This design comes from an exercise in tuning for small area on the open sky130 flow, not from production work.
Only simulation tests tie the RTL to the original design; equivalence was not proved.

==> flow/design.v <==
module yuv_line_ram #(
parameter DEPTH = 8
)
(
input  wire                  clk,
input  wire                  sh_e,      
input  wire                  hd_e,      
input  wire                  sh_o,      
input  wire                  hd_o,      
input  wire [23:0]           din,       
output wire [23:0]           head_e,
output wire [23:0]           head_o,
output wire [7:0]            next_ye    
);
localparam W = 24*DEPTH;
reg [W-1:0] ce;
reg [W-1:0] co;
always @(posedge clk)
begin
    ce <= ~((ce | {W{sh_e}}) & ({din, ce[W-1:24]} | {W{hd_e}}));
    co <= ~((co | {W{sh_o}}) & ({din, co[W-1:24]} | {W{hd_o}}));
end
assign head_e  = ce[23:0];
assign head_o  = co[23:0];
assign next_ye = ce[31:24];
endmodule
module YUV_2xy_scaler #(
parameter pix_per_clock     = 1,
parameter data_width        = 8,
parameter scaler_rate       = 2,
parameter out_pix_per_clock = 4,
parameter h_total           = 64,
parameter v_total           = 16
)
(
input wire clk_in                                   ,
input wire reset                                    ,
input wire[23:0] rdata                              ,
input wire rlast                                    ,
output reg rready                                   ,
input wire ruser                                    ,
input wire rvalid                                   ,
output reg[63:0] tdata                              ,
output reg tlast                                    ,
input wire tready                                   ,
output reg tuser                                    ,
output reg tvalid
);
always @ (posedge clk_in)
begin
    rready <= tready;
end
reg         rst_in;
reg         rst_in_dly1;
reg         rst_in_dly2;
always @ (posedge clk_in or posedge reset)
begin
    if (reset)
        rst_in_dly1    <= 1'b1;
    else
        rst_in_dly1    <= 1'b0;
end
always @ (posedge clk_in)
begin
    rst_in_dly2    <= rst_in_dly1;
    rst_in         <= rst_in_dly2 || ruser;
end
reg[5:0]    hc;
always @ (posedge clk_in)
begin
    if (rst_in)
        hc  <= 6'd0;
    else if (rlast)
        hc  <= 6'd1;
    else if (hc == 6'd38)
        hc  <= 6'd0;
    else if (hc != 6'd0)
        hc  <= hc + 1'b1;
end
localparam  RD_IDLE = 2'd0;
localparam  RD_C    = 2'd1;      
localparam  RD_S    = 2'd2;      
reg         rd_last;
reg         rd_last_dly1;
reg         rd_last_dly2;
reg[5:0]    rd_cnt;              
reg[1:0]    rd_state;
reg[1:0]    rd_state_dly;
reg[5:0]    r_addr;
reg         enb;
always @ (posedge clk_in)
begin
    if (rst_in)
        rd_cnt  <= 6'd0;
    else if (rd_cnt > (v_total << 1))
        rd_cnt  <= 6'd0;
    else if (rd_last_dly2)
        rd_cnt  <= rd_cnt + 1'b1;
end
always @ (posedge clk_in)
begin
    if (rst_in)
        rd_state    <= RD_IDLE;
    else
        case (rd_state)
            RD_IDLE:
                if (rd_cnt == (v_total << 1))
                    rd_state    <= RD_S;
                else if (hc == 6'd37 || hc == 6'd38)
                    rd_state    <= RD_C;
            RD_C:
                if (rd_last_dly2)
                    rd_state    <= RD_S;
            RD_S:
                if (rd_last_dly2)
                    rd_state    <= RD_IDLE;
            default:
                rd_state    <= RD_IDLE;
        endcase
end
always @ (posedge clk_in)
begin
    rd_state_dly    <= rd_state;
end
always @ (posedge clk_in)
begin
    if (rst_in)
        r_addr  <= 6'd0;
    else if (rd_state == RD_IDLE || rd_state_dly != rd_state)
        r_addr  <= 6'd0;
    else if (enb)
        r_addr  <= r_addr + 1'b1;
end
always @ (posedge clk_in)
begin
    if (rst_in)
        enb     <= 1'b0;
    else
        enb     <= (r_addr <= (h_total >> 1)) && (rd_state == RD_C || rd_state == RD_S);
end
always @ (posedge clk_in)
begin
    if (rst_in)
        rd_last <= 1'b0;
    else
        rd_last <= (r_addr == (h_total >> 1));
end
always @ (posedge clk_in)
begin
    rd_last_dly1    <= rd_last;
    rd_last_dly2    <= rd_last_dly1;
end
always @ (posedge clk_in)
begin
    if (rst_in)
        tuser   <= 1'b0;
    else
        tuser   <= (rd_cnt == 6'd1) && (r_addr == 6'd3);
end
always @ (posedge clk_in)
begin
    if (rst_in)
        tlast   <= 1'b0;
    else
        tlast   <= (rd_cnt != 6'd0) && rd_last_dly1;
end
reg         rsh;
reg         tvalid_pre;
always @ (posedge clk_in)
begin
    if (rst_in)
        begin
            rsh         <= 1'b0;
            tvalid_pre  <= 1'b0;
        end
    else
        begin
            rsh         <= enb && (r_addr >= 6'd2);
            tvalid_pre  <= enb && (r_addr >= 6'd2) && (rd_cnt != 6'd0);
        end
end
always @ (posedge clk_in)
begin
    tvalid  <= tvalid_pre;
end
reg         pol;
always @ (posedge clk_in)
begin
    pol <= ~pol;
end
reg[5:0]    wx;
always @ (posedge clk_in)
begin
    if (rst_in_dly2)
        wx  <= 6'd0;
    else if (rvalid)
        wx  <= wx + 1'b1;
end
wire[4:0]   rk = r_addr[4:0] - 5'd3;
wire        interp = (rd_state_dly == RD_C);
wire        rsh_nx  = !rst_in && enb && (r_addr >= 6'd2);
wire        ip_nx   = (rd_state == RD_C);
wire[4:0]   rk_nx   = r_addr[4:0] - 5'd2;
function [1:0] sec;
    input [1:0] quarter;
    sec = (quarter == 2'd0) ? 2'd0 : (quarter == 2'd3) ? 2'd2 : 2'd1;
endfunction
reg[2:0]    rd_q, rdn_q;
reg         sh_y, hd_y;
reg[2:0]    ksel;        
reg         kb1, kb2;    
reg         klast;       
integer j;
always @ (posedge clk_in)
begin
    for (j = 0; j < 3; j = j + 1)
        begin
            rd_q[j]     <=  (rsh_nx && ip_nx && sec(rk_nx[4:3]) == j);
            rdn_q[j]    <= !(rsh_nx && ip_nx && sec(rk_nx[4:3]) == j);
        end
    sh_y    <=  rsh_nx;
    hd_y    <= !rsh_nx;
    ksel    <= {sec(rk_nx[4:3]) == 2'd2, sec(rk_nx[4:3]) == 2'd1, sec(rk_nx[4:3]) == 2'd0};
    kb1     <= (rk_nx == 5'd7);
    kb2     <= (rk_nx == 5'd23);
    klast   <= (rk_nx == 5'd31);
end
wire[2:0]   wr_e, wr_o, sh_e, hd_e, sh_o, hd_o;
genvar q;
generate
for (q = 0; q < 3; q = q + 1)
    begin : g_en
        assign wr_e[q] = rvalid && (sec(wx[5:4]) == q) && !wx[0];
        assign wr_o[q] = rvalid && (sec(wx[5:4]) == q) &&  wx[0];
        assign sh_e[q] = rd_q[q] || wr_e[q];
        assign hd_e[q] = rdn_q[q] && !wr_e[q];
        assign sh_o[q] = rd_q[q] || wr_o[q];
        assign hd_o[q] = rdn_q[q] && !wr_o[q];
    end
endgenerate
wire[23:0]  din = rdata ^ {24{pol}};
wire[23:0]  qe [2:0];
wire[23:0]  qo [2:0];
wire[7:0]   qn [2:0];
generate
for (q = 0; q < 3; q = q + 1)
    begin : g_q
        yuv_line_ram #(.DEPTH(q == 1 ? 16 : 8)) u_q (
            .clk    (clk_in),
            .sh_e   (sh_e[q]),
            .hd_e   (hd_e[q]),
            .sh_o   (sh_o[q]),
            .hd_o   (hd_o[q]),
            .din    (din),
            .head_e (qe[q]),
            .head_o (qo[q]),
            .next_ye(qn[q])
        );
    end
endgenerate
reg[32*48-1:0] ych;
wire[23:0]  ae = !interp ? ych[23:0]  : ksel[0] ? qe[0] : ksel[1] ? qe[1] : qe[2];
wire[23:0]  ao = !interp ? ych[47:24] : ksel[0] ? qo[0] : ksel[1] ? qo[1] : qo[2];
wire[7:0]   an = !interp ? ych[55:48] : kb1 ? qe[1][7:0] : kb2 ? qe[2][7:0] :
                 ksel[0] ? qn[0] : ksel[1] ? qn[1] : qn[2];
always @ (posedge clk_in)
begin
    ych <= ~((ych | {1536{sh_y}}) & ({ao, ae, ych[32*48-1:48]} | {1536{hd_y}}));
end
function [63:0] pack;
    input [23:0] e;
    input [23:0] o;
    input [7:0]  n;
    input        last;
    reg [7:0] ye_i, yo_i;
    begin
        ye_i = (e[7:0] >> 1) + (o[7:0] >> 1);
        yo_i = last ? ye_i : (o[7:0] >> 1) + (n >> 1);
        pack = {o[23:16], yo_i, o[15:0], e[23:16], ye_i, e[15:0]};
    end
endfunction
wire[63:0]  aw = pack(ae ^ {24{pol}}, ao ^ {24{pol}}, an ^ {8{pol}}, klast);
wire[63:0]  yw = pack(ych[23:0] ^ {24{pol}}, ych[47:24] ^ {24{pol}}, ych[55:48] ^ {8{pol}}, klast);
always @ (posedge clk_in)
begin
    if (rst_in)
        tdata   <= 64'd0;
    else
        tdata   <= (aw >> 1) + (yw >> 1) + (!interp && yw[0]);
end
endmodule
==> flow/config.mk <==
export PLATFORM = sky130hd
export DESIGN_NAME = YUV_2xy_scaler
export DESIGN_NICKNAME = YUV_2xy_scaler
export VERILOG_FILES = /design/flow/design.v
export SDC_FILE = /design/flow/constraint.sdc
export NUM_CORES = 4
export LEC_CHECK = 0
export CAP_MARGIN = 20
export CORE_MARGIN = 2
export CORE_UTILIZATION = 50
export SLEW_MARGIN = 20
==> flow/constraint.sdc <==
create_clock -name core_clock -period 8.0 [get_ports {clk_in}]
set_input_delay 1.6000 -clock core_clock [delete_from_list [all_inputs] [get_ports {clk_in}]]
set_output_delay 1.6000 -clock core_clock [all_outputs]
set_load 0.01 [all_outputs]
standard.sh (not shown) runs the stock make flow with config.mk's settings and CLKGATE_MAP_FILE= SYNTH_SCRIPT=/design/flow/synth_recipe.tcl, a recipe that flattens the netlist after the stock synthesis.
==> flow/flow/run.sh <==
#!/bin/bash
# The standard layout (the standard.sh: standard synthesis, floorplan,
# placement, CTS, routing, finish), with two settings changed:
# - clock tree: clkbuf_16 buffers with larger sink clusters and no dummy
#   loads (the tree is still built and balanced by TritonCTS);
# - port buffers: buf_1 cells (every port still gets a buffer).
set -euo pipefail
export CTS_ARGS="-sink_clustering_enable -repair_clock_nets -buf_list sky130_fd_sc_hd__clkbuf_16 -sink_clustering_size 24 -sink_clustering_max_diameter 80 -dont_use_dummy_load"
export BUFFER_PORTS_ARGS="-buffer_cell sky130_fd_sc_hd__buf_1"
bash standard.sh > standard.log 2>&1
The starting point passed the timing, design-rule and antenna checks.
==> next run, changes <==
--- a/flow/flow/run.sh
+++ b/flow/flow/run.sh
@@ -7,3 +7,3 @@
 set -euo pipefail
-export CTS_ARGS="-sink_clustering_enable -repair_clock_nets -buf_list sky130_fd_sc_hd__clkbuf_16 -sink_clustering_size 24 -sink_clustering_max_diameter 80 -dont_use_dummy_load"
+export CTS_ARGS="-sink_clustering_enable -repair_clock_nets -buf_list sky130_fd_sc_hd__clkbuf_16 -sink_clustering_size 30 -sink_clustering_max_diameter 80 -dont_use_dummy_load"
 export BUFFER_PORTS_ARGS="-buffer_cell sky130_fd_sc_hd__buf_1"
The changed run went through all stages and came out clean.
Via count fell by 0.32%.
Non-clock buffer count rose by 1.
Hold slack barely changes.

static timing again, ports no longer ideal:
The results above use ideal ports. As a check the final layouts listed here were re-extracted and re-timed, cells and wires unchanged.
Step 1, drivers: a clkbuf_16 drives clk_in and a buf_2 each remaining input, both assumed.
Step 2 also shifts input and output timing later by t, the mid clock arrival at the registers, as if the neighbouring blocks saw the same clock.
Slacks: ideal / step 1 / step 2; pairs: ideal / step 1.
run | t (ns) | setup slack, ns | worst setup path at the end | worst slew at a driven data input, ns
the first run | 0.857 | 1.540 / 1.540 / 1.540 | register to register | 0.15
the second run | 0.869 | 1.512 / 1.512 / 1.512 | register to register | 0.17
After both steps every run listed still meets setup and hold.
